Source: an optimization exercise on an open RTL-to-GDS flow (aim: small area and a short achievable clock period). Production flows keep margins and buffers that such runs may drop. Where RTL was checked, it was by simulation tests only, not by an equivalence proof against the original. For run 2, only the layout was checked, not whether the RTL still works.

==> flow/design.v, too long to show whole: its modules and the start of the top module <==
// module full_adder: 9 lines
// module half_adder: 8 lines
// module DaddaKS_16bitMAC: 1728 lines
// module bxor: 3 lines
// module bxnor: 3 lines
// module band: 3 lines
// module bnor: 3 lines
// module bandn: 3 lines
// module bor: 3 lines
// module born: 3 lines
// module aoi21: 3 lines
// module oai21: 3 lines
// module nand2: 3 lines
// module nor2: 3 lines
module DaddaKS_16bitMAC(
    input [15:0] a,
    input [15:0] b,
    input clk,
    input rst,
    input cin,
    output reg [31:0] out,
    output cout
);
  // ...
==> flow/flow/run.sh <==
#!/bin/bash
# The standard layout (the standard.sh) with these ORFS settings on top of config.mk's:
#   SETUP_SLACK_MARGIN=6 'BUFFER_PORTS_ARGS=-buffer_cell sky130_fd_sc_hd__buf_1' 'CTS_ARGS=-sink_clustering_enable -repair_clock_nets -buf_list sky130_fd_sc_hd__clkbuf_8 -dont_use_dummy_load' SETUP_MOVE_SEQUENCE=unbuffer,sizeup,swap
# and one extra step after global placement: downsize.tcl gives every cell the smallest
# drive strength that keeps the worst setup slack (area recovery; synthesis maps the
# one-gate modules to needlessly large cells).  Each tool's output is in its own log.
set -euo pipefail
bash standard.sh SETUP_SLACK_MARGIN=6 'BUFFER_PORTS_ARGS=-buffer_cell sky130_fd_sc_hd__buf_1' 'CTS_ARGS=-sink_clustering_enable -repair_clock_nets -buf_list sky130_fd_sc_hd__clkbuf_8 -dont_use_dummy_load' SETUP_MOVE_SEQUENCE=unbuffer,sizeup,swap place > standard_place.log 2>&1
R=$PWD/orfs/results/sky130hd/DaddaKS_16bitMAC/base
DS_ODB=$R/3_place.odb DS_SDC=$R/3_place.sdc DS_TARGET=6.3 \
  DS_LIB=$FLOW_HOME/platforms/sky130hd/lib/sky130_fd_sc_hd__tt_025C_1v80.lib \
  DS_PLATFORM_DIR=$FLOW_HOME/platforms/sky130hd \
  openroad -no_init -exit flow/downsize.tcl > downsize.log 2>&1
bash standard.sh SETUP_SLACK_MARGIN=6 'BUFFER_PORTS_ARGS=-buffer_cell sky130_fd_sc_hd__buf_1' 'CTS_ARGS=-sink_clustering_enable -repair_clock_nets -buf_list sky130_fd_sc_hd__clkbuf_8 -dont_use_dummy_load' SETUP_MOVE_SEQUENCE=unbuffer,sizeup,swap finish > standard_finish.log 2>&1
==> flow/flow/downsize.tcl <==
# Area recovery: give each cell the smallest drive strength of its kind that keeps the
# design's worst setup slack at least DS_TARGET (or the slack it had, if that is lower).
# Reads and rewrites the ODB given in DS_ODB; DS_SDC is its SDC.
read_db $::env(DS_ODB)
read_liberty $::env(DS_LIB)
read_sdc $::env(DS_SDC)
source $::env(DS_PLATFORM_DIR)/setRC.tcl
if {[info exists ::env(DS_PROP)] && $::env(DS_PROP)} { set_propagated_clock [all_clocks] }
estimate_parasitics -placement
set wns0 [sta::worst_slack -max]
set target [expr {min($wns0, $::env(DS_TARGET))}]
puts "downsize: worst slack $wns0, target $target"
set tradeoff [expr {[info exists ::env(DS_TRADEOFF)] ? $::env(DS_TRADEOFF) : 0}]
set tradeoff_k [expr {$tradeoff ? $::env(DS_TRADEOFF) : 0}]
set cur_wns $wns0
set cur_area 0.0
foreach i [get_cells *] {
  set lc [get_lib_cells -quiet */[get_property $i ref_name]]
  if {[llength $lc]} { set cur_area [expr {$cur_area + [get_property $lc area]}] }
}
puts "downsize: cell area $cur_area"
set area0 0.0
set saved 0.0
set n 0
set insts [get_cells *]
foreach inst $insts {
  set m [get_property $inst ref_name]
  if {![regexp {^(sky130_fd_sc_hd__[a-z0-9]+)_([0-9]+)$} $m -> base size]} { continue }
  if {[string match *df* $base] || [string match *tap* $base] || [string match *conb* $base] || [string match *clkbuf* $base]} { continue }
  set cands {}
  foreach lc [get_lib_cells */${base}_*] {
    set nm [get_property $lc name]
    if {[regexp "^${base}_(\[0-9\]+)\$" $nm -> s2] && $s2 < $size} { lappend cands [list $s2 $nm] }
  }
  if {![llength $cands]} { continue }
  set cands [lsort -integer -index 0 $cands]
  foreach c $cands {
    set nm [lindex $c 1]
    replace_cell $inst $nm
    set wns [sta::worst_slack -max]
    set ok [expr {$wns >= $target}]
    if {!$ok && $tradeoff} {
      set da [expr {[get_property [get_lib_cells */$m] area] - [get_property [get_lib_cells */$nm] area]}]
      set dp [expr {$cur_wns - $wns}]
      if {$dp / (17.0 - $cur_wns) < $tradeoff_k * $da / $cur_area} { set ok 1 }
    }
    if {$ok} {
      set cur_area [expr {$cur_area - [get_property [get_lib_cells */$m] area] + [get_property [get_lib_cells */$nm] area]}]
      set cur_wns $wns
      incr n
      puts "downsize: [get_full_name $inst] $m -> $nm"
      break
    }
    replace_cell $inst $m
  }
}
puts "downsize: resized $n cells, worst slack now [sta::worst_slack -max]"
report_design_area
write_db $::env(DS_ODB)
==> flow/standard.sh <==
#!/bin/bash
# synth_recipe.tcl (not shown) runs the flow's synth.tcl, then flattens the netlist and writes it again
# the make line also repeats each setting of config.mk as NAME=value (left out here)
make -C /OpenROAD-flow-scripts/flow DESIGN_CONFIG=/design/flow/config.mk WORK_HOME=/design/flow/orfs CLKGATE_MAP_FILE= SYNTH_SCRIPT=/design/flow/synth_recipe.tcl "${@:-finish}"
==> flow/config.mk <==
export PLATFORM = sky130hd
export DESIGN_NAME = DaddaKS_16bitMAC
export DESIGN_NICKNAME = DaddaKS_16bitMAC
export VERILOG_FILES = /design/flow/design.v
export SDC_FILE = /design/flow/constraint.sdc
export NUM_CORES = 4
export LEC_CHECK = 0
export CAP_MARGIN = 20
export CORE_MARGIN = 2
export CORE_UTILIZATION = 40
export CTS_BUF_LIST = sky130_fd_sc_hd__clkbuf_8
export SETUP_SLACK_MARGIN = 5
export SLEW_MARGIN = 20
export SYNTH_HIERARCHICAL = 1
==> flow/constraint.sdc <==
create_clock -name core_clock -period 17.0 [get_ports {clk}]
set_input_delay 3.4000 -clock core_clock [delete_from_list [all_inputs] [get_ports {clk}]]
set_output_delay 3.4000 -clock core_clock [all_outputs]
set_load 0.01 [all_outputs]
==> summary.txt, run 1 <==
Run status
  – Status: complete, no violations

Clock network
  – CTS Buf Count: 5
  – CTS tree: built
  – H-tree levels: 2
  – CTS Hold Bufs: 0

STA
  – Final WS setup: between 5 and 6 ns
  – Final Skew: between 0.004 and 0.005 ns
  – Worst slew margin: 0.519
  – RSZ-0062 raised after global routing: yes
  – Worst hold slack: between 0.6 and 0.7 ns

Synthesis
  – Post-synth design cell area: between 8000 and 9000 µm²
  – Mapped Avg Cell Area: between 10 and 15 µm²
  – Post-Synth XOR/XNOR Area: 0.0809
  – Synth top area share: 0.520
  – Post-synthesis mux area share: 0

Final layout
  – Final Cell Area: around 8800 µm²
  – Non-filler instance count after layout: between 1000 and 1500
  – Filler Cell Count: about 2100
  – Layout non-clock buf frac: 0.0540
  – # diodes: 1
  – Multi-In Gates: just over 700

Drt
  – Vias/cell: 5.10
  – DRT Pass-1 Iters: 5
  – Uppermost routed layer: met4
  – Met2 wire len: about 11000 µm

Global routing
  – GR met1 Demand/Resource: 0.282

Setup path
  – Most Frequent Cell on Critical Path: fa_1
  – Worst-path cell chain: clkdlybuf4s15_2 -> nand2_1 -> fa_1 -> fa_1 -> fa_1 -> fa_1 -> fa_1 -> nand2_1 -> nand2_4 -> nor2_4 -> nand2_2 -> o21ai_4 -> a21oi_2 -> xnor2_1 -> buf_2
  – Worst path depth: 15
  – CP startpoint: b[3]

Hold path
  – Hold EP: out[0]

Floorplan
  – Core Area: 21200 µm²

Placement
  – Input/output buffers: 67
  – Dpl ws: ~5 ns

Job
  – Max-cap violation count: 0
==> inputs of run 2 (changes only) <==
--- a/flow/design.v
+++ b/flow/design.v
@@ -784,38 +784,50 @@
 wire c502;
 wire s503;
 wire c504;
 wire iv505;
 wire s506;
 wire c507;
 wire p_0;
 wire g_0;
+wire t_0;
 wire p_1;
 wire g_1;
+wire t_1;
 wire p_2;
 wire g_2;
+wire t_2;
 wire p_3;
 wire g_3;
+wire t_3;
 wire p_4;
 wire g_4;
+wire t_4;
 wire p_5;
 wire g_5;
+wire t_5;
 wire p_6;
 wire g_6;
+wire t_6;
 wire p_7;
 wire g_7;
+wire t_7;
 wire p_8;
 wire g_8;
+wire t_8;
 wire p_9;
 wire g_9;
+wire t_9;
 wire p_10;
 wire g_10;
+wire t_10;
 wire p_11;
 wire g_11;
+wire t_11;
 wire p_12;
 wire g_12;
 wire t_12;
 wire p_13;
 wire g_13;
 wire t_13;
 wire p_14;
 wire g_14;
@@ -847,28 +859,35 @@
 wire p_23;
 wire g_23;
 wire t_23;
 wire p_24;
 wire g_24;
 wire t_24;
 wire p_25;
 wire g_25;
+wire t_25;
 wire p_26;
 wire g_26;
+wire t_26;
 wire p_27;
 wire g_27;
+wire t_27;
 wire p_28;
 wire g_28;
+wire t_28;
 wire p_29;
 wire g_29;
+wire t_29;
 wire p_30;
 wire g_30;
+wire t_30;
 wire p_31;
 wire g_31;
+wire t_31;
 wire p_32;
 wire g_32;
 wire G1_0_508;
 wire G3_2_509;
 wire P3_2_510;
 wire G5_4_511;
 wire P5_4_512;
 wire G7_6_513;
@@ -1527,38 +1546,50 @@
 full_adder fa220 (.a(c374), .b(s435), .c(c434), .sum(s497), .carry(c498));
 full_adder fa221 (.a(s382), .b(c436), .c(s437), .sum(s499), .carry(c500));
 full_adder fa222 (.a(c383), .b(s439), .c(c438), .sum(s501), .carry(c502));
 full_adder fa223 (.a(c386), .b(s442), .c(c440), .sum(s503), .carry(c504));
 assign iv505 = ~out[30];
 full_adder fa224 (.a(iv505), .b(pp_15_15), .c(c443), .sum(s506), .carry(c507));
 bxor px0 (.a(pp_0_0), .b(hs444), .y(p_0));
 bnor pg0 (.a(pp_0_0), .b(hs444), .y(g_0));
+nand2 pt0 (.a(pp_0_0), .b(hs444), .y(t_0));
 bxor px1 (.a(hc445), .b(s447), .y(p_1));
 bnor pg1 (.a(hc445), .b(s447), .y(g_1));
+nand2 pt1 (.a(hc445), .b(s447), .y(t_1));
 bxor px2 (.a(c448), .b(s449), .y(p_2));
 bnor pg2 (.a(c448), .b(s449), .y(g_2));
+nand2 pt2 (.a(c448), .b(s449), .y(t_2));
 bxor px3 (.a(c450), .b(s451), .y(p_3));
 bnor pg3 (.a(c450), .b(s451), .y(g_3));
+nand2 pt3 (.a(c450), .b(s451), .y(t_3));
 bxor px4 (.a(c452), .b(s453), .y(p_4));
 bnor pg4 (.a(c452), .b(s453), .y(g_4));
+nand2 pt4 (.a(c452), .b(s453), .y(t_4));
 bxor px5 (.a(c454), .b(s455), .y(p_5));
 bnor pg5 (.a(c454), .b(s455), .y(g_5));
+nand2 pt5 (.a(c454), .b(s455), .y(t_5));
 bxor px6 (.a(c456), .b(s457), .y(p_6));
 bnor pg6 (.a(c456), .b(s457), .y(g_6));
+nand2 pt6 (.a(c456), .b(s457), .y(t_6));
 bxor px7 (.a(c458), .b(s459), .y(p_7));
 bnor pg7 (.a(c458), .b(s459), .y(g_7));
+nand2 pt7 (.a(c458), .b(s459), .y(t_7));
 bxor px8 (.a(c460), .b(s461), .y(p_8));
 bnor pg8 (.a(c460), .b(s461), .y(g_8));
+nand2 pt8 (.a(c460), .b(s461), .y(t_8));
 bxor px9 (.a(c462), .b(s463), .y(p_9));
 bnor pg9 (.a(c462), .b(s463), .y(g_9));
+nand2 pt9 (.a(c462), .b(s463), .y(t_9));
 bxor px10 (.a(c464), .b(s465), .y(p_10));
 bnor pg10 (.a(c464), .b(s465), .y(g_10));
+nand2 pt10 (.a(c464), .b(s465), .y(t_10));
 bxor px11 (.a(c466), .b(s467), .y(p_11));
 bnor pg11 (.a(c466), .b(s467), .y(g_11));
+nand2 pt11 (.a(c466), .b(s467), .y(t_11));
 bxor px12 (.a(c468), .b(s469), .y(p_12));
 bnor pg12 (.a(c468), .b(s469), .y(g_12));
 nand2 pt12 (.a(c468), .b(s469), .y(t_12));
 bxor px13 (.a(c470), .b(s471), .y(p_13));
 bnor pg13 (.a(c470), .b(s471), .y(g_13));
 nand2 pt13 (.a(c470), .b(s471), .y(t_13));
 bxor px14 (.a(c472), .b(s473), .y(p_14));
 bnor pg14 (.a(c472), .b(s473), .y(g_14));
@@ -1590,61 +1621,68 @@
 bxor px23 (.a(c490), .b(s491), .y(p_23));
 bnor pg23 (.a(c490), .b(s491), .y(g_23));
 nand2 pt23 (.a(c490), .b(s491), .y(t_23));
 bxor px24 (.a(c492), .b(s493), .y(p_24));
 bnor pg24 (.a(c492), .b(s493), .y(g_24));
 nand2 pt24 (.a(c492), .b(s493), .y(t_24));
 bxor px25 (.a(c494), .b(s495), .y(p_25));
 bnor pg25 (.a(c494), .b(s495), .y(g_25));
+nand2 pt25 (.a(c494), .b(s495), .y(t_25));
 bxor px26 (.a(c496), .b(s497), .y(p_26));
 bnor pg26 (.a(c496), .b(s497), .y(g_26));
+nand2 pt26 (.a(c496), .b(s497), .y(t_26));
 bxor px27 (.a(c498), .b(s499), .y(p_27));
 bnor pg27 (.a(c498), .b(s499), .y(g_27));
+nand2 pt27 (.a(c498), .b(s499), .y(t_27));
 bxor px28 (.a(c500), .b(s501), .y(p_28));
 bnor pg28 (.a(c500), .b(s501), .y(g_28));
+nand2 pt28 (.a(c500), .b(s501), .y(t_28));
 bxor px29 (.a(c502), .b(s503), .y(p_29));
 bnor pg29 (.a(c502), .b(s503), .y(g_29));
+nand2 pt29 (.a(c502), .b(s503), .y(t_29));
 bxor px30 (.a(c504), .b(s506), .y(p_30));
 bnor pg30 (.a(c504), .b(s506), .y(g_30));
+nand2 pt30 (.a(c504), .b(s506), .y(t_30));
 bxnor px31 (.a(out[31]), .b(c507), .y(p_31));
 bandn pg31 (.a(out[31]), .b(c507), .y(g_31));
+born pt31 (.a(out[31]), .b(c507), .y(t_31));
 assign p_32 = 1'b0;
 assign g_32 = 1'b0;
-aoi21 uG1_0_508 (.a(p_1), .b(g_0), .c(g_1), .y(G1_0_508));
-aoi21 uG3_2_509 (.a(p_3), .b(g_2), .c(g_3), .y(G3_2_509));
-nand2 uP3_2_510 (.a(p_3), .b(p_2), .y(P3_2_510));
-aoi21 uG5_4_511 (.a(p_5), .b(g_4), .c(g_5), .y(G5_4_511));
-nand2 uP5_4_512 (.a(p_5), .b(p_4), .y(P5_4_512));
-aoi21 uG7_6_513 (.a(p_7), .b(g_6), .c(g_7), .y(G7_6_513));
-nand2 uP7_6_514 (.a(p_7), .b(p_6), .y(P7_6_514));
-aoi21 uG9_8_515 (.a(p_9), .b(g_8), .c(g_9), .y(G9_8_515));
-nand2 uP9_8_516 (.a(p_9), .b(p_8), .y(P9_8_516));
-aoi21 uG11_10_517 (.a(p_11), .b(g_10), .c(g_11), .y(G11_10_517));
-nand2 uP11_10_518 (.a(p_11), .b(p_10), .y(P11_10_518));
+aoi21 uG1_0_508 (.a(t_1), .b(g_0), .c(g_1), .y(G1_0_508));
+aoi21 uG3_2_509 (.a(t_3), .b(g_2), .c(g_3), .y(G3_2_509));
+nand2 uP3_2_510 (.a(t_3), .b(t_2), .y(P3_2_510));
+aoi21 uG5_4_511 (.a(t_5), .b(g_4), .c(g_5), .y(G5_4_511));
+nand2 uP5_4_512 (.a(t_5), .b(t_4), .y(P5_4_512));
+aoi21 uG7_6_513 (.a(t_7), .b(g_6), .c(g_7), .y(G7_6_513));
+nand2 uP7_6_514 (.a(t_7), .b(t_6), .y(P7_6_514));
+aoi21 uG9_8_515 (.a(t_9), .b(g_8), .c(g_9), .y(G9_8_515));
+nand2 uP9_8_516 (.a(t_9), .b(t_8), .y(P9_8_516));
+aoi21 uG11_10_517 (.a(t_11), .b(g_10), .c(g_11), .y(G11_10_517));
+nand2 uP11_10_518 (.a(t_11), .b(t_10), .y(P11_10_518));
 aoi21 uG13_12_519 (.a(t_13), .b(g_12), .c(g_13), .y(G13_12_519));
 nand2 uP13_12_520 (.a(t_13), .b(t_12), .y(P13_12_520));
 aoi21 uG15_14_521 (.a(t_15), .b(g_14), .c(g_15), .y(G15_14_521));
 nand2 uP15_14_522 (.a(t_15), .b(t_14), .y(P15_14_522));
 aoi21 uG17_16_523 (.a(t_17), .b(g_16), .c(g_17), .y(G17_16_523));
 nand2 uP17_16_524 (.a(t_17), .b(t_16), .y(P17_16_524));
 aoi21 uG19_18_525 (.a(t_19), .b(g_18), .c(g_19), .y(G19_18_525));
 nand2 uP19_18_526 (.a(t_19), .b(t_18), .y(P19_18_526));
 aoi21 uG21_20_527 (.a(t_21), .b(g_20), .c(g_21), .y(G21_20_527));
 nand2 uP21_20_528 (.a(t_21), .b(t_20), .y(P21_20_528));
 aoi21 uG23_22_529 (.a(t_23), .b(g_22), .c(g_23), .y(G23_22_529));
 nand2 uP23_22_530 (.a(t_23), .b(t_22), .y(P23_22_530));
-aoi21 uG25_24_531 (.a(p_25), .b(g_24), .c(g_25), .y(G25_24_531));
-nand2 uP25_24_532 (.a(p_25), .b(t_24), .y(P25_24_532));
-aoi21 uG27_26_533 (.a(p_27), .b(g_26), .c(g_27), .y(G27_26_533));
-nand2 uP27_26_534 (.a(p_27), .b(p_26), .y(P27_26_534));
-aoi21 uG29_28_535 (.a(p_29), .b(g_28), .c(g_29), .y(G29_28_535));
-nand2 uP29_28_536 (.a(p_29), .b(p_28), .y(P29_28_536));
-aoi21 uG31_30_537 (.a(p_31), .b(g_30), .c(g_31), .y(G31_30_537));
-nand2 uP31_30_538 (.a(p_31), .b(p_30), .y(P31_30_538));
+aoi21 uG25_24_531 (.a(t_25), .b(g_24), .c(g_25), .y(G25_24_531));
+nand2 uP25_24_532 (.a(t_25), .b(t_24), .y(P25_24_532));
+aoi21 uG27_26_533 (.a(t_27), .b(g_26), .c(g_27), .y(G27_26_533));
+nand2 uP27_26_534 (.a(t_27), .b(t_26), .y(P27_26_534));
+aoi21 uG29_28_535 (.a(t_29), .b(g_28), .c(g_29), .y(G29_28_535));
+nand2 uP29_28_536 (.a(t_29), .b(t_28), .y(P29_28_536));
+aoi21 uG31_30_537 (.a(t_31), .b(g_30), .c(g_31), .y(G31_30_537));
+nand2 uP31_30_538 (.a(t_31), .b(t_30), .y(P31_30_538));
 oai21 uG3_0_539 (.a(P3_2_510), .b(G1_0_508), .c(G3_2_509), .y(G3_0_539));
 oai21 uG7_4_540 (.a(P7_6_514), .b(G5_4_511), .c(G7_6_513), .y(G7_4_540));
 nor2 uP7_4_541 (.a(P7_6_514), .b(P5_4_512), .y(P7_4_541));
 oai21 uG11_8_542 (.a(P11_10_518), .b(G9_8_515), .c(G11_10_517), .y(G11_8_542));
 nor2 uP11_8_543 (.a(P11_10_518), .b(P9_8_516), .y(P11_8_543));
 oai21 uG15_12_544 (.a(P15_14_522), .b(G13_12_519), .c(G15_14_521), .y(G15_12_544));
 nor2 uP15_12_545 (.a(P15_14_522), .b(P13_12_520), .y(P15_12_545));
 oai21 uG19_16_546 (.a(P19_18_526), .b(G17_16_523), .c(G19_18_525), .y(G19_16_546));
@@ -1678,35 +1716,35 @@
 oai21 uG13_0_574 (.a(P13_12_520), .b(G11_0_568), .c(G13_12_519), .y(G13_0_574));
 assign gi575 = ~G15_0_561;
 oai21 uG17_0_576 (.a(P17_16_524), .b(gi575), .c(G17_16_523), .y(G17_0_576));
 oai21 uG21_0_577 (.a(P21_20_528), .b(G19_0_569), .c(G21_20_527), .y(G21_0_577));
 assign gi578 = ~G23_0_566;
 oai21 uG25_0_579 (.a(P25_24_532), .b(gi578), .c(G25_24_531), .y(G25_0_579));
 oai21 uG29_0_580 (.a(P29_28_536), .b(G27_0_570), .c(G29_28_535), .y(G29_0_580));
 assign gi581 = ~G1_0_508;
-aoi21 uG2_0_582 (.a(p_2), .b(gi581), .c(g_2), .y(G2_0_582));
-aoi21 uG4_0_583 (.a(p_4), .b(G3_0_539), .c(g_4), .y(G4_0_583));
-aoi21 uG6_0_584 (.a(p_6), .b(G5_0_572), .c(g_6), .y(G6_0_584));
+aoi21 uG2_0_582 (.a(t_2), .b(gi581), .c(g_2), .y(G2_0_582));
+aoi21 uG4_0_583 (.a(t_4), .b(G3_0_539), .c(g_4), .y(G4_0_583));
+aoi21 uG6_0_584 (.a(t_6), .b(G5_0_572), .c(g_6), .y(G6_0_584));
 assign gi585 = ~G7_0_554;
-aoi21 uG8_0_586 (.a(p_8), .b(gi585), .c(g_8), .y(G8_0_586));
-aoi21 uG10_0_587 (.a(p_10), .b(G9_0_573), .c(g_10), .y(G10_0_587));
+aoi21 uG8_0_586 (.a(t_8), .b(gi585), .c(g_8), .y(G8_0_586));
+aoi21 uG10_0_587 (.a(t_10), .b(G9_0_573), .c(g_10), .y(G10_0_587));
 assign gi588 = ~G11_0_568;
 aoi21 uG12_0_589 (.a(t_12), .b(gi588), .c(g_12), .y(G12_0_589));
 aoi21 uG14_0_590 (.a(t_14), .b(G13_0_574), .c(g_14), .y(G14_0_590));
 aoi21 uG16_0_591 (.a(t_16), .b(G15_0_561), .c(g_16), .y(G16_0_591));
 aoi21 uG18_0_592 (.a(t_18), .b(G17_0_576), .c(g_18), .y(G18_0_592));
 assign gi593 = ~G19_0_569;
 aoi21 uG20_0_594 (.a(t_20), .b(gi593), .c(g_20), .y(G20_0_594));
 aoi21 uG22_0_595 (.a(t_22), .b(G21_0_577), .c(g_22), .y(G22_0_595));
 aoi21 uG24_0_596 (.a(t_24), .b(G23_0_566), .c(g_24), .y(G24_0_596));
-aoi21 uG26_0_597 (.a(p_26), .b(G25_0_579), .c(g_26), .y(G26_0_597));
+aoi21 uG26_0_597 (.a(t_26), .b(G25_0_579), .c(g_26), .y(G26_0_597));
 assign gi598 = ~G27_0_570;
-aoi21 uG28_0_599 (.a(p_28), .b(gi598), .c(g_28), .y(G28_0_599));
-aoi21 uG30_0_600 (.a(p_30), .b(G29_0_580), .c(g_30), .y(G30_0_600));
+aoi21 uG28_0_599 (.a(t_28), .b(gi598), .c(g_28), .y(G28_0_599));
+aoi21 uG30_0_600 (.a(t_30), .b(G29_0_580), .c(g_30), .y(G30_0_600));
 assign sum_0 = p_0;
 bxor sx1 (.a(p_1), .b(g_0), .y(sum_1));
 bxnor sx2 (.a(p_2), .b(G1_0_508), .y(sum_2));
 bxnor sx3 (.a(p_3), .b(G2_0_582), .y(sum_3));
 bxor sx4 (.a(p_4), .b(G3_0_539), .y(sum_4));
 bxnor sx5 (.a(p_5), .b(G4_0_583), .y(sum_5));
 bxor sx6 (.a(p_6), .b(G5_0_572), .y(sum_6));
 bxnor sx7 (.a(p_7), .b(G6_0_584), .y(sum_7));
==> flow/flow/run.sh (replaced) <==
#!/bin/bash
# The standard layout (the standard.sh) with these ORFS settings on top of config.mk's:
#   SETUP_SLACK_MARGIN=7 'BUFFER_PORTS_ARGS=-buffer_cell sky130_fd_sc_hd__buf_1' 'CTS_ARGS=-sink_clustering_enable -repair_clock_nets -buf_list sky130_fd_sc_hd__clkbuf_8 -dont_use_dummy_load'
# and one extra step after global placement: downsize.tcl gives every cell the smallest
# drive strength that keeps the worst setup slack (area recovery; synthesis maps the
# one-gate modules to needlessly large cells).  Each tool's output is in its own log.
set -euo pipefail
bash standard.sh SETUP_SLACK_MARGIN=7 'BUFFER_PORTS_ARGS=-buffer_cell sky130_fd_sc_hd__buf_1' 'CTS_ARGS=-sink_clustering_enable -repair_clock_nets -buf_list sky130_fd_sc_hd__clkbuf_8 -dont_use_dummy_load' place > standard_place.log 2>&1
R=$PWD/orfs/results/sky130hd/DaddaKS_16bitMAC/base
DS_ODB=$R/3_place.odb DS_SDC=$R/3_place.sdc DS_TARGET=7.3 \
  DS_LIB=$FLOW_HOME/platforms/sky130hd/lib/sky130_fd_sc_hd__tt_025C_1v80.lib \
  DS_PLATFORM_DIR=$FLOW_HOME/platforms/sky130hd \
  openroad -no_init -exit flow/downsize.tcl > downsize.log 2>&1
bash standard.sh SETUP_SLACK_MARGIN=7 'BUFFER_PORTS_ARGS=-buffer_cell sky130_fd_sc_hd__buf_1' 'CTS_ARGS=-sink_clustering_enable -repair_clock_nets -buf_list sky130_fd_sc_hd__clkbuf_8 -dont_use_dummy_load' finish > standard_finish.log 2>&1
==> flow/flow/downsize.tcl (replaced) <==
# Area recovery: give each cell the smallest drive strength of its kind that keeps the
# design's worst setup slack at least DS_TARGET (or the slack it had, if that is lower).
# Reads and rewrites the ODB given in DS_ODB; DS_SDC is its SDC.
read_db $::env(DS_ODB)
read_liberty $::env(DS_LIB)
read_sdc $::env(DS_SDC)
source $::env(DS_PLATFORM_DIR)/setRC.tcl
if {[info exists ::env(DS_PROP)] && $::env(DS_PROP)} { set_propagated_clock [all_clocks] }
estimate_parasitics -placement
set wns0 [sta::worst_slack -max]
set target [expr {min($wns0, $::env(DS_TARGET))}]
puts "downsize: worst slack $wns0, target $target"
set area0 0.0
set saved 0.0
set n 0
set insts [get_cells *]
foreach inst $insts {
  set m [get_property $inst ref_name]
  if {![regexp {^(sky130_fd_sc_hd__[a-z0-9]+)_([0-9]+)$} $m -> base size]} { continue }
  if {[string match *df* $base] || [string match *tap* $base] || [string match *conb* $base] || [string match *clkbuf* $base]} { continue }
  set cands {}
  foreach lc [get_lib_cells */${base}_*] {
    set nm [get_property $lc name]
    if {[regexp "^${base}_(\[0-9\]+)\$" $nm -> s2] && $s2 < $size} { lappend cands [list $s2 $nm] }
  }
  if {![llength $cands]} { continue }
  set cands [lsort -integer -index 0 $cands]
  foreach c $cands {
    set nm [lindex $c 1]
    replace_cell $inst $nm
    if {[sta::worst_slack -max] >= $target} {
      incr n
      puts "downsize: [get_full_name $inst] $m -> $nm"
      break
    }
    replace_cell $inst $m
  }
}
puts "downsize: resized $n cells, worst slack now [sta::worst_slack -max]"
report_design_area
write_db $::env(DS_ODB)
==> summary.txt, run 2 <==
Drt
  – DRC errors left: 0
  – Detail Route Antenna Nets: 0
  – DRT Pass-1 Iters: 6 (+1)
  – M1 WL: 8930 µm
  – DR WL met3: 1800 µm
  – Via Count: around 6000
  – Vias/cell: 5.10 (-0.13%)
  – DRT Wirelength: around 22000 µm
  – DR iter-0 viols: 380
  – Uppermost routed layer: met4
  – Post-DR wirelength/cell: between 15 and 20 µm
  – Met2 wire len: 11000 µm (+1.0%)

Synthesis
  – Leading area contributor after synthesis: fa_1
  – Yosys warnings: 7
  – Post-synth design cell area: 8740 µm² (+0.85%)
  – Mapped Nets: about 1100
  – Synth top area share: 0.516 (-0.00439)
  – Gate Count Post-Synth: 854
  – Mapped Avg Cell Area: 10.2 µm² (-1.3%)
  – Synth Flop Type: dfrtp_1
  – Share of synthesized registers carrying an async set or reset: 1.00
  – Synth top cells by count: 295 x nand2_1, 225 x fa_1, 61 x buf_6
  – Post-synthesis sequential element count: 32
  – Number of synthesized flops with an enable pin: 0
  – Most common cell in the synthesized netlist: nand2_1
  – Area contributors post-synth: fa_1 52%, nand2_1 13%, dfrtp_1 9.2%, buf_6 7.9%, xor2_1 4.7%
  – Netlist cell types: 17
  – Sequential area share after synthesis: 0.0917

Setup path
  – Endpoint kind of the worst setup timing path: output pin
  – Max stage delay on crit path: 0.60 ns
  – Reg2reg path depth: 20
  – R2r setup slk: approximately 11 ns
  – WS Path Type: in2out
  – Crit-path max FO: 7
  – FF-to-FF End: out[31]
  – Cell family with most CP delay: adder cells
  – Worst Path Buf+Inv: 4
  – Most Frequent Cell on Critical Path: fa_1
  – Worst setup SP type: primary input
  – Worst path depth: 18 (+3)
  – Worst-path cell chain: buf_1 -> buf_6 -> buf_4 -> nand2_1 -> fa_1 -> fa_2 -> fa_1 -> fa_1 -> fa_1 -> fa_2 -> nor2_4 -> a21oi_4 -> o21ai_2 -> a21oi_2 -> o21ai_1 -> a21oi_2 -> xnor2_2 -> buf_2
  – Critical Path Slowest Stage Cell: fa_2
  – WP data arrival: roughly 7.7 ns
  – Worst R2R Start: out[14]
  – Req. time, crit path: ~14 ns

Global routing
  – First-pass GRT wire length: ~36000 µm
  – Global Route Usage Sum: 0.208
  – Overflow after GRT: 0
  – Initial antenna violation count: 0
  – Number of global-route vias before repair: about 6400
  – Pin count of the biggest net entering global routing: 33

Clock network
  – CTS Hold Bufs: 0 (unchanged)
  – Clk pin slew, worst setup/hold paths: roughly 0.080 ns
  – CTS Sinks: 32
  – CTS tree: built
  – Clock Latency Late Sink: roughly 0.32 ns
  – CTS Buf Count: 5 (unchanged)
  – Clock Tree Buf Depth: 2
  – H-tree levels: 2 (unchanged)
  – Clock tree root driver cell: clkbuf_8

Hold path
  – Hold path depth: 2
  – Hold Path Origin: out[31]
  – Hold EP: out[31]
  – HP Class: reg2reg

STA
  – Hold violation count in the final report: 0
  – Fin crit period: 11.05 ns
  – Final setup vio count: 0
  – RSZ-0062 raised after global routing: yes
  – Slew Viols, Final: 0
  – Final Skew: 0.0200 ns (+0.0158 ns)
  – Setup TNS: 0 ns
  – Max Fclk: slightly above 90 MHz
  – Worst hold slack: 0.634 ns (-0.0287 ns)
  – Least-Margin Pin Slew: between 0.7 and 0.8 ns
  – Fin crit share: 0.650
  – Worst slew margin: 0.468 (-0.0519)

Placement
  – DP HPWL: 17100 µm
  – Input/output buffers: 67 (unchanged)
  – Gpl congestion: around 0.85

Floorplan
  – Initial core utilization: 0.404
  – Rows: 54
  – Die ar.: 23000 µm²
  – Die width: 152 µm
  – Ports: between 60 and 70
  – Core Area: 21600 µm² (+2.2%)
  – Die H: between 150 and 200 µm

Job
  – Max-cap violation count: 0 (unchanged)

Final layout
  – Filler Cell Count: 2168 (+3.2%)
  – Share of layout cells above drive strength 1: 0.106
  – Area Overhead vs Synth: 3.52%
  – Total Nets Final: between 1000 and 1500
  – Largest registers: out x32
  – Largest register FFs: 32
  – Biggest register: out
  – Most common cell after layout, fill and taps aside: nand2_1
  – Commonest non-fill, non-tap cells in the layout: 302 x nand2_1, 213 x fa_1, 47 x xor2_1, 42 x buf_1, 35 x nor2_1
  – # diodes: 0 (-1)

Run status
  – Status: complete, no violations
-- run 2: cell count changes after synthesis --
cell | before | now
buf_6 | 62 | 61
buf_8 | 1 | 2
nand2_1 | 278 | 295
nand2b_1 | 5 | 6
-- run 2: kinds of logic (layout without fill, tap and decap cells) --
| group | after synthesis | in the layout | synth area share |
|---|---|---|---|
| DFF | 32 | 32 | 0.0917 |
| AOI/OAI and AO/OA | 57 | 57 | 0.0494 |
| adders and majority gates | 225 | 225 | 0.516 |
| buffers and inverters | 98 | 141 | 0.0990 |
| and+or+nand+nor | 361 | 361 | 0.164 |
| xor gates and xnor gates | 80 | 80 | 0.0802 |
| other | 1 | 1 | 0.000429 |
-- run 2: worst max path at each step --
stage	endpoint	start
floorplan	out[31]	b[13]
global placement	cout	a[6]
detailed placement	cout	a[6]
CTS	cout	b[14]
global route	cout	b[15]
finish	cout	b[15]
-- run 2: layer usage --
metal / GRT usage / vias to the layer above
li1: - / 2627
met1: 0.278 / 3081
met2: 0.337 / 247
met3: 0.0467 / 43
met4: 0.0704 / 0
met5: 0 / -
-- run 2: area by class of cell --
type                       count  area (µm²)  share of cell area
clock buffer                   5        68.8             0.00761
inverter                      34         128              0.0141
multi-input combinational    724        7010               0.775
sequential                    32         801              0.0885
tap                          280         350              0.0387
timing repair buffer         102         687              0.0760
-- run 2: modules after synthesis, one instance, submodules excluded --
module            flip-flops and latches  area, µm²  copies in the design  cells
full_adder                             0       20.0                   225      1
aoi21                                  0       8.76                    39      1
oai21                                  0       5.00                    18      1
bxor                                   0       8.76                    47      1
bxnor                                  0       8.76                    33      1
bor                                    0       6.26                    10      1
bnor                                   0       3.75                    31      1
DaddaKS_16bitMAC                      32       2660                     1    387
nand2                                  0       3.75                    49      1
bandn                                  0       13.8                     1      1
born                                   0       6.26                     6      1
nor2                                   0       3.75                     8      1
-- run 2: what timing repair did --
item / 4_1_cts / 5_1_grt
resized for setup: 139 / 25
buffers inserted: 19 / 6
pin swaps: 13 / 16
endpoints found under the setup margin: 1 / 1
-- run 2: tightest hold or removal path: stages (launching register included) --
cell and delay, ns:
dfrtp_1 0.39, xnor2_1 0.14, xnor2_1 0.07
-- run 2: stage by stage --
step | instance area [µm²] | utilization | setup WS, ns | instances
2_1_floorplan | 8760 | - | 8.98 | 854
3_3_place_gp | 8690 | 0.402 | 5.42 | 1146
3_5_place_dp | 8690 | 0.402 | 5.33 | 1146
4_1_cts | 8920 | 0.412 | 5.96 | 1170
5_1_grt | 9040 | 0.418 | 5.83 | 1177
6_report | 9040 | 0.418 | 5.95 | 1177

## afterwards: timing with drivers on the ports
The results above use ideal ports. As a check the final layouts listed here were re-extracted and re-timed, cells and wires unchanged. Step 1, drivers: a clkbuf_16 drives clk and a buf_2 each remaining input, both assumed. Step 2, shift: input delay + t, output delay - t, t = (earliest + latest rising clock arrival at the registers) / 2. This alone moves slack from input paths to output paths. a / b / c = no drivers / after step 1 / after step 2; a / b = the first two.
| run | shift t [ns] | slack for setup (ns) | worst setup path at the end | pins driven straight from the clock port |
|---|---|---|---|---|
| run 1 | 0.358 | 5.987 / 5.937 / 5.937 | input to output | 1 |
| run 2 | 0.347 | 5.950 / 5.921 / 5.921 | input to output | 1 |
After both steps setup and hold are still met in every run listed. For run 1, which loses most, drivers alone change the setup slack by -0.050 ns; drivers and shift together by -0.050 ns.
